Source: an optimization exercise on an open RTL-to-GDS flow (aim: small area and a short achievable clock period). Production flows keep margins and buffers that such runs may drop.
The RTL was checked by simulation tests, not by an equivalence proof against the original design.
Power is estimated from default activity; no workload was simulated.

## flow/run.sh

```bash
#!/bin/bash
# synth_recipe.tcl (not shown) runs the flow's synth.tcl, then flattens the netlist and writes it again
# the make line also repeats each setting of config.mk as NAME=value (left out here)
make -C /OpenROAD-flow-scripts/flow DESIGN_CONFIG=/design/flow/config.mk WORK_HOME=/design/flow/orfs CLKGATE_MAP_FILE= SYNTH_SCRIPT=/design/flow/synth_recipe.tcl finish
```

## flow/config.mk

```make
export PLATFORM = sky130hd
export DESIGN_NAME = fp32_add
export DESIGN_NICKNAME = fp32_add
export VERILOG_FILES = /design/flow/design.v
export SDC_FILE = /design/flow/constraint.sdc
export NUM_CORES = 4
export LEC_CHECK = 0
export CAP_MARGIN = 20
export CORE_MARGIN = 2
export CORE_UTILIZATION = 40
export SLEW_MARGIN = 20
```

## flow/constraint.sdc

```tcl
create_clock -name core_clock -period 6.5 [get_ports {clk}]
set_input_delay 1.3000 -clock core_clock [delete_from_list [all_inputs] [get_ports {clk}]]
set_output_delay 1.3000 -clock core_clock [all_outputs]
set_load 0.01 [all_outputs]
```

## flow/design.v

```verilog
`default_nettype none
module fp32_add(
    input wire clk,          
    input wire [31:0] a,         
    input wire [31:0] b,         
    input wire sub,              
    input wire [2:0] rm,         
    output reg [31:0] result,    
    output wire nv,              
    output wire of,              
    output wire nx               
);
    wire stage0_a_sign;
    wire stage0_b_sign;
    wire [7:0] stage0_a_exp;
    wire [7:0] stage0_b_exp;
    wire [22:0] stage0_a_signif;
    wire [22:0] stage0_b_signif;
    wire [2:0] stage0_rounding_mode;
    assign stage0_a_sign = a[31];
    assign stage0_b_sign = sub ? ~b[31] : b[31];
    assign stage0_a_exp = a[30:23];
    assign stage0_b_exp = b[30:23];
    assign stage0_a_signif = a[22:0];
    assign stage0_b_signif = b[22:0];
    assign stage0_rounding_mode = rm;
    wire stage0_a_is_nan;
    wire stage0_b_is_nan;
    wire stage0_a_is_inf;
    wire stage0_b_is_inf;
    wire stage0_a_is_snan;
    wire stage0_b_is_snan;
    wire stage0_is_subtraction;
    wire stage0_invalid;
    wire stage0_result_is_nan;
    wire stage0_result_is_inf;
    wire stage0_result_is_zero;
    assign stage0_a_is_nan = (stage0_a_exp == 8'hff) & (stage0_a_signif != 23'b0);
    assign stage0_b_is_nan = (stage0_b_exp == 8'hff) & (stage0_b_signif != 23'b0);
    assign stage0_a_is_inf = (stage0_a_exp == 8'hff) & (stage0_a_signif == 23'b0);
    assign stage0_b_is_inf = (stage0_b_exp == 8'hff) & (stage0_b_signif == 23'b0);
    assign stage0_a_is_snan = (stage0_a_exp == 8'hff) & ~stage0_a_signif[22] & (stage0_a_signif[21:0] != 22'b0);
    assign stage0_b_is_snan = (stage0_b_exp == 8'hff) & ~stage0_b_signif[22] & (stage0_b_signif[21:0] != 22'b0);
    assign stage0_is_subtraction = stage0_a_sign ^ stage0_b_sign;
    assign stage0_invalid = 
        stage0_a_is_snan | stage0_b_is_snan | 
        (stage0_is_subtraction & stage0_a_is_inf & stage0_b_is_inf);
    assign stage0_result_is_nan = stage0_a_is_nan | stage0_b_is_nan | stage0_invalid;
    assign stage0_result_is_inf = 
        (~stage0_a_is_nan & ~stage0_b_is_nan & (stage0_a_is_inf ^ stage0_b_is_inf)) | 
        (~stage0_is_subtraction & stage0_a_is_inf & stage0_b_is_inf);
    assign stage0_result_is_zero =
        stage0_is_subtraction & ~stage0_a_is_inf &
        ({stage0_a_exp, stage0_a_signif} == {stage0_b_exp, stage0_b_signif});
    wire stage0_swap_is_needed;
    wire [31:0] stage0_larger;
    wire [31:0] stage0_smaller;
    wire stage0_larger_sign;
    wire stage0_smaller_sign;
    wire stage0_larger_is_subnormal;
    wire stage0_smaller_is_subnormal;
    wire [7:0] stage0_larger_exp;
    wire [7:0] stage0_smaller_exp;
    wire [23:0] stage0_larger_signif;
    wire [23:0] stage0_smaller_signif;
    assign stage0_swap_is_needed = {stage0_a_exp, stage0_a_signif} < {stage0_b_exp, stage0_b_signif};
    assign stage0_larger = stage0_swap_is_needed ? b : a;
    assign stage0_smaller = stage0_swap_is_needed ? a : b;
    assign stage0_larger_sign = stage0_swap_is_needed ? stage0_b_sign : stage0_a_sign;
    assign stage0_smaller_sign = stage0_smaller[31];
    assign stage0_larger_is_subnormal = stage0_larger[30:23] == 8'b0;
    assign stage0_smaller_is_subnormal = stage0_smaller[30:23] == 8'b0;
    assign stage0_larger_exp = (stage0_larger_is_subnormal) ? 8'b1 : stage0_larger[30:23];
    assign stage0_smaller_exp = (stage0_smaller_is_subnormal) ? 8'b1 : stage0_smaller[30:23];
    assign stage0_larger_signif = {~stage0_larger_is_subnormal, stage0_larger[22:0]};
    assign stage0_smaller_signif = {~stage0_smaller_is_subnormal, stage0_smaller[22:0]};
    wire [7:0] stage0_exp_diff;
    assign stage0_exp_diff = stage0_larger_exp - stage0_smaller_exp;
    reg stage1_larger_sign;
    reg stage1_is_subtraction;
    reg [7:0] stage1_larger_exp;
    reg [7:0] stage1_exp_diff;
    reg [23:0] stage1_larger_signif;
    reg [23:0] stage1_smaller_signif;
    reg [2:0] stage1_rounding_mode;
    reg stage1_invalid;
    reg stage1_result_is_nan;
    reg stage1_result_is_inf;
    reg stage1_result_is_zero;
    always @(posedge clk) begin
        stage1_larger_sign <= stage0_larger_sign;
        stage1_is_subtraction <= stage0_is_subtraction;
        stage1_larger_exp <= stage0_larger_exp;
        stage1_exp_diff <= stage0_exp_diff;
        stage1_larger_signif <= stage0_larger_signif;
        stage1_smaller_signif <= stage0_smaller_signif;
        stage1_rounding_mode <= stage0_rounding_mode;
        stage1_invalid <= stage0_invalid;
        stage1_result_is_nan <= stage0_result_is_nan;
        stage1_result_is_inf <= stage0_result_is_inf;
        stage1_result_is_zero <= stage0_result_is_zero;
    end
    wire [26:0] stage1_adder_in1;
    wire stage1_is_large_diff;
    wire [4:0] stage1_offset;
    wire [50:0] stage1_shifted_smaller;
    wire [26:0] stage1_adder_in2;
    wire [7:0] stage1_adder_exp;
    assign stage1_adder_in1 = {stage1_larger_signif, 3'b0} >> ~stage1_is_subtraction;
    assign stage1_is_large_diff = stage1_exp_diff > 26;
    assign stage1_offset = stage1_is_large_diff ? 26 : stage1_exp_diff[4:0];
    assign stage1_shifted_smaller = {{stage1_smaller_signif, 27'b0} >> stage1_offset} >> ~stage1_is_subtraction;
    assign stage1_adder_in2 = {stage1_shifted_smaller[50:25], stage1_shifted_smaller[24:0] != 0};
    assign stage1_adder_exp = stage1_is_subtraction ? stage1_larger_exp : stage1_larger_exp + 1;
    wire [26:0] stage1_adder_result;
    assign stage1_adder_result = 
        stage1_is_subtraction ? stage1_adder_in1 - stage1_adder_in2 : stage1_adder_in1 + stage1_adder_in2;
    reg stage2_sign;
    reg [7:0] stage2_adder_exp;
    reg [26:0] stage2_adder_result;
    reg [2:0] stage2_rounding_mode;
    reg stage2_invalid;
    reg stage2_result_is_nan;
    reg stage2_result_is_inf;
    reg stage2_result_is_zero;
    always @(posedge clk) begin
        stage2_sign <= stage1_larger_sign;
        stage2_adder_exp <= stage1_adder_exp;
        stage2_adder_result <= stage1_adder_result;
        stage2_rounding_mode <= stage1_rounding_mode;
        stage2_invalid <= stage1_invalid;
        stage2_result_is_nan <= stage1_result_is_nan;
        stage2_result_is_inf <= stage1_result_is_inf;
        stage2_result_is_zero <= stage1_result_is_zero;
    end
    reg [4:0] stage2_leading_zero_count;
    integer stage2_lzc_i;
    always @* begin
        stage2_leading_zero_count = 25;
        for (stage2_lzc_i = 2; stage2_lzc_i <= 26; stage2_lzc_i = stage2_lzc_i + 1) begin
            if (stage2_adder_result[stage2_lzc_i])
                stage2_leading_zero_count = 26 - stage2_lzc_i;
        end
    end
    wire stage2_subnormal;
    wire [7:0] stage2_tmp_exp;
    wire [26:0] stage2_shifted_result;
    wire [23:0] stage2_tmp_signif;
    assign stage2_subnormal = (stage2_adder_exp <= stage2_leading_zero_count);
    assign stage2_tmp_exp = stage2_subnormal ? 0 : stage2_adder_exp - stage2_leading_zero_count;
    assign stage2_shifted_result = stage2_subnormal ? (stage2_adder_result << (stage2_adder_exp-1)) : (stage2_adder_result << stage2_leading_zero_count);
    assign stage2_tmp_signif = stage2_shifted_result[26:3];
    reg stage2_add_one;
    reg stage2_inexact;
    always @* begin
        if (stage2_adder_result[26]) begin
            stage2_inexact = stage2_adder_result[2] | stage2_adder_result[1] | stage2_adder_result[0];
            case(stage2_rounding_mode)
                3'b000: begin
                    stage2_add_one = (stage2_adder_result[2] & (stage2_adder_result[3] | stage2_adder_result[1] | stage2_adder_result[0]));
                end
                3'b001: begin
                    stage2_add_one = 1'b0;
                end
                3'b010: begin
                    stage2_add_one = (stage2_sign & (stage2_adder_result[2] | stage2_adder_result[1] | stage2_adder_result[0]));
                end
                3'b011: begin
                    stage2_add_one = (~stage2_sign & (stage2_adder_result[2] | stage2_adder_result[1] | stage2_adder_result[0]));
                end
                3'b100: begin
                    stage2_add_one = stage2_adder_result[2];
                end
                default: begin
                    stage2_add_one = (stage2_adder_result[2] & (stage2_adder_result[3] | stage2_adder_result[1] | stage2_adder_result[0]));
                end
            endcase
        end else begin
            stage2_inexact = stage2_adder_result[1] | stage2_adder_result[0];
            case(stage2_rounding_mode)
                3'b000: begin
                    stage2_add_one = (stage2_adder_result[1] & (stage2_adder_result[2] | stage2_adder_result[0]));
                end
                3'b001: begin
                    stage2_add_one = 1'b0;
                end
                3'b010: begin
                    stage2_add_one = (stage2_sign & (stage2_adder_result[1] | stage2_adder_result[0]));
                end
                3'b011: begin
                    stage2_add_one = (~stage2_sign & (stage2_adder_result[1] | stage2_adder_result[0]));
                end
                3'b100: begin
                    stage2_add_one = stage2_adder_result[1];
                end
                default: begin
                    stage2_add_one = (stage2_adder_result[1] & (stage2_adder_result[2] | stage2_adder_result[0]));
                end
            endcase
        end
    end
    reg stage3_sign;
    reg [7:0] stage3_tmp_exp;
    reg [23:0] stage3_tmp_signif;
    reg stage3_add_one;
    reg [2:0] stage3_rounding_mode;
    reg stage3_subnormal;
    reg stage3_invalid;
    reg stage3_inexact;
    reg stage3_result_is_nan;
    reg stage3_result_is_inf;
    reg stage3_result_is_zero;
    always @(posedge clk) begin
        stage3_sign <= stage2_sign;
        stage3_tmp_exp <= stage2_tmp_exp;
        stage3_tmp_signif <= stage2_tmp_signif;
        stage3_add_one <= stage2_add_one;
        stage3_rounding_mode <= stage2_rounding_mode;
        stage3_subnormal <= stage2_subnormal;
        stage3_invalid <= stage2_invalid;
        stage3_inexact <= stage2_inexact;
        stage3_result_is_nan <= stage2_result_is_nan;
        stage3_result_is_inf <= stage2_result_is_inf;
        stage3_result_is_zero <= stage2_result_is_zero;
    end
    wire [24:0] stage3_rounded_signif;
    wire [7:0] stage3_result_exp;
    wire [22:0] stage3_result_signif;
    assign stage3_rounded_signif = stage3_tmp_signif + stage3_add_one;
    assign stage3_result_exp = 
        stage3_subnormal ? {7'b0, stage3_rounded_signif[23]} : stage3_tmp_exp + stage3_rounded_signif[24];
    assign stage3_result_signif = stage3_rounded_signif[24] ? stage3_rounded_signif[23:1] : stage3_rounded_signif[22:0];
    assign nv = stage3_invalid;
    assign of = ~stage3_result_is_inf & ~stage3_result_is_nan & (stage3_result_exp == 8'hff);
    assign nx = ~stage3_result_is_nan & ~stage3_result_is_inf & (stage3_inexact | of);
    always @* begin
        if (stage3_result_is_nan) begin
            result = 32'h7fc00000;
        end else if (stage3_result_is_inf) begin
            result = {stage3_sign, 8'hff, 23'b0};
        end else if (of) begin
            case(stage3_rounding_mode)
                3'b000: begin
                    result = {stage3_sign, 8'hff, 23'b0};
                end
                3'b001: begin
                    result = {stage3_sign, 8'hfe, {23{1'b1}}};
                end
                3'b010: begin
                    if (stage3_sign) begin
                        result = {1'b1, 8'hff, 23'b0};
                    end else begin
                        result = {1'b0, 8'hfe, {23{1'b1}}};
                    end
                end
                3'b011: begin
                    if (stage3_sign) begin
                        result = {1'b1, 8'hfe, {23{1'b1}}};
                    end else begin
                        result = {1'b0, 8'hff, 23'b0};
                    end
                end
                3'b100: begin
                    result = {stage3_sign, 8'hff, 23'b0};
                end
                default: begin
                    result = {stage3_sign, 8'hff, 23'b0};
                end
            endcase
        end else if (stage3_result_is_zero) begin
            if (stage3_rounding_mode == 3'b010) begin
                result = {1'b1, 31'b0};
            end else begin
                result = 32'b0;
            end
        end else begin
            result = {stage3_sign, stage3_result_exp, stage3_result_signif};
        end
    end
endmodule
`default_nettype wire
```

==> run summary <==
DIE WIDTH 185 um; slew of the pin with the lowest slew margin 0.742 ns; post-route cell area 16300 um2; Final Hold Viols 0; commonest cells after routing, fill and taps aside 157 x dfxtp_1, 149 x buf_4, 106 x mux2_2, 102 x nor2_1, 102 x nand2_1; maximum vdd ir drop 0.242 mV; H-tree depth 4; EDFF count, synth 0; CP dominant cell by count buf_4; leak pwr around 7.0 nW; relative slew slack 50.1%; Final Slew Violations 0; worst skew pair latency 0.45 ns; vias in the first global route 11.8k; area delta synth->final 24.7%; Clock Pin Slew Worst Setup and Hold Paths roughly 0.070 ns; pwr dens 409 nW/um2; status no timing/DRC/antenna violations; Netlist cell types 90; Crit path largest cell delay 0.45 ns; Simple-Gate Fraction of Synth Area 18.6%; post-synthesis net count 1715; Total GRT Usage about a quarter; starting DRC count in detailed routing between 900 and 1k; drt first pass iters 5; initial antenna violation count 3; Layout Nets 1910; critical path's slowest cell or3_1; post-layout util between 50% and 60%; core box area approximately 32000 um2; final setup violation count 0; Max clock buf depth 2; commonest non-fill, non-tap cell in the layout dfxtp_1; largest area contributor in the netlist dfxtp_1; Synth warnings 1; layout cells sized above 1 20.3%; starting density of the core 40.5%; RSZ-0062 raised after global routing true; GRT met1 Usage 37.0%; data required time of the worst path 6.83 ns; r2r setup slk 0.30 ns; antenna diode count 0; CTS tree yes; met2 GRT Util about two fifths; total wire length 43.8 mm; largest family of logic cells by synthesized area compound AO/OA/AOI/OAI gates; grt total ovfl 0; largest net degree at the start of global routing 66; sequential share of the synthesized area 24.3%; DIE AREA ~34000 um2; Tcrit/Tclk final 95.3%; CP endpoint kind flop; synth top area cells dfxtp_1 24%, mux2_2 9.1%, ha_1 7.2%, mux2i_1 6.4%, a21oi_1 3.9%; clock period minus worst slack 6.20 ns; Root Buffer clkbuf_16; Synth top area share 24.3%; Post-Synthesis Cells 1569; Post-Synth Adder-Cell Area about 7.5%; critical path arrival 6.53 ns; CP startpoint kind flop; final setup skew 0.00905 ns; Crit Path Class reg -> reg; IO Count 104; global-route wire length before repair around 67 mm; clock sink count around 160; Final HPWL DP about 35 mm; Mapped Area between 10000 and 15000 um2; I/O Buffers 103; Synth Area in XOR/XNOR between 5 and 6%; async set-or-reset flop fraction in the synthesized netlist 0%; CTS buffer count 17; worst min path class reg -> reg; Top FF cell, synth dfxtp_1; met3 Use GR a little under 4%; WL per Instance between 15 and 20 um; Via Count 12.9k; Routed Antenna Nets 0; number of synthesized register bits 159; complex-gate fraction of the synthesized area 23.2%; Die Ht 185 um; f_max around 160 MHz; Placer Congestion 0.952; # rows 66; max-cap violations 0; most used routing layer in global routing met2; worst-path fanout max 11; mux cell area share after synthesis 16.0%; Avg Cell Area, Syn 8.35 um2; Power Total 6.68 mW; DP Area 15600 um2; # DRC 0; Layout fillers 3170; vias per inst 5.80
==> metal layers <==
metal,vias to the layer above,wire length (um),part of all wire [%]
li1,6295,-,-
met1,6155,21800,50
met2,373,19100,44
met3,54,2090,4.8
met4,0,779,1.8
met5,-,0,0
==> state kept, by name (all words and copies together), names as in the netlist, 3 cells and up <==
signal and count:
stage2_rounding_mode 3, stage1_larger_signif 24, stage1_exp_diff 8, stage3_rounding_mode 3
stage1_rounding_mode 3, stage3_tmp_exp 8, stage2_adder_result 27, stage1_larger_exp 8
stage3_tmp_signif 24, stage2_adder_exp 8, stage1_smaller_signif 24
==> path summary, 6_finish.rpt <==
| kind | start | endpoint | cells past startpoint |
|---|---|---|---|
| worst max-delay path | stage1_exp_diff[7] | stage2_adder_result[26] | 28 |
| worst min-delay path | stage1_result_is_zero | stage2_result_is_zero | 0 |
| worst max register to register | stage1_exp_diff[7] | stage2_adder_result[26] | 28 |
| worst min register to register | stage1_result_is_zero | stage2_result_is_zero | 0 |
==> synth_stat cells, drive strengths merged (26+ instances only) <==
master,number
mux2,106
nor2,103
mux2i,84
xor2,32
buf,33
a21oi,101
clkbuf,49
ha,75
o21ai,65
nor2b,32
nor3,35
dfxtp,159
inv,72
nand3,54
nand4,26
nand2,104
xnor2,49
==> worst max-delay path, delay by kind of cell, from the launching register on <==
kind / cells / cell delay, ns
buffers and inverters: 5 / 0.87
AND/OR/NAND/NOR: 4 / 0.97
flip-flops: 1 / 0.31
AO/OA/AOI/OAI: 16 / 3.37
adder cells (fa/ha/maj): 2 / 0.44
XOR/XNOR: 1 / 0.15
==> stage by stage <==
step / setup WS (ns) / hold WS, ns / TNS [ns] / instances
2_1_floorplan: 0.330 / 0.310 / 0 / 1569
3_3_place_gp: 0.0509 / 0.311 / 0 / 2186
3_5_place_dp: 0.00995 / 0.312 / 0 / 2186
4_1_cts: 0.0107 / 0.327 / 0 / 2218
5_1_grt: -0.00669 / 0.330 / -0.0145 / 2219
6_report: 0.303 / 0.327 / 0 / 2219
==> power breakdown <==
group,switching (mW),internal [mW],leakage [nW]
Clock,0.463,0.559,0.295
Sequential,0.321,1.26,1.34
Combinational,2.17,1.91,5.32
==> layout make-up <==
type,count,area (um2),share of cell area (%)
repair buffers,258,2250,13.8
clock inverters,14,170,1.04
well taps,442,553,3.38
clock buffers,18,439,2.69
flip-flops and latches,159,3190,19.5
multi-input cells,1256,9470,58.0
inverters,72,270,1.65
==> repair_timing <==
item / 4_1_cts / 5_1_grt
pin swaps: 0 / 6
setup endpoints to repair: 34 / 44
resized for setup: 3 / 33
gates cloned: 0 / 0
setup buffers: 0 / 1
hold buffers: 0 / 0
==> cells by family (layout without fill, tap and decap cells) <==
group / Yosys count / in the layout
mux: 193 / 193
fa+ha+maj: 78 / 78
flops: 159 / 159
xor+xnor: 81 / 81
buf+inv: 154 / 362
simple gates: 473 / 473
compound gates: 431 / 431

[re-timing with driven ports]
Ports are ideal in the flow. The routed layout listed here was re-timed in OpenROAD. Step 1 sets driving cells, clkbuf_16 on the clock port and buf_2 on the other inputs (assumed; they add their load-dependent delay and slew). Step 2 adds t to the input delays and takes it off the output delays; t is the mean of the earliest and latest rising clock arrival at the registers after step 1. Input paths then give back, and output paths get back, about the clock's delay inside the block. a / b / c = no drivers / after step 1 / after step 2; a / b = the first two.
t (ns): 0.495
setup WS [ns]: 0.303 / 0.294 / 0.303
worst setup path at the end: register to register
worst register clock-pin slew, ns: 0.07 / 0.07
pins driven straight from the clock port: 1
After both steps setup and hold are still met in this run. For this run, drivers alone change the setup slack by -0.009 ns; drivers and shift together by 0.000 ns.
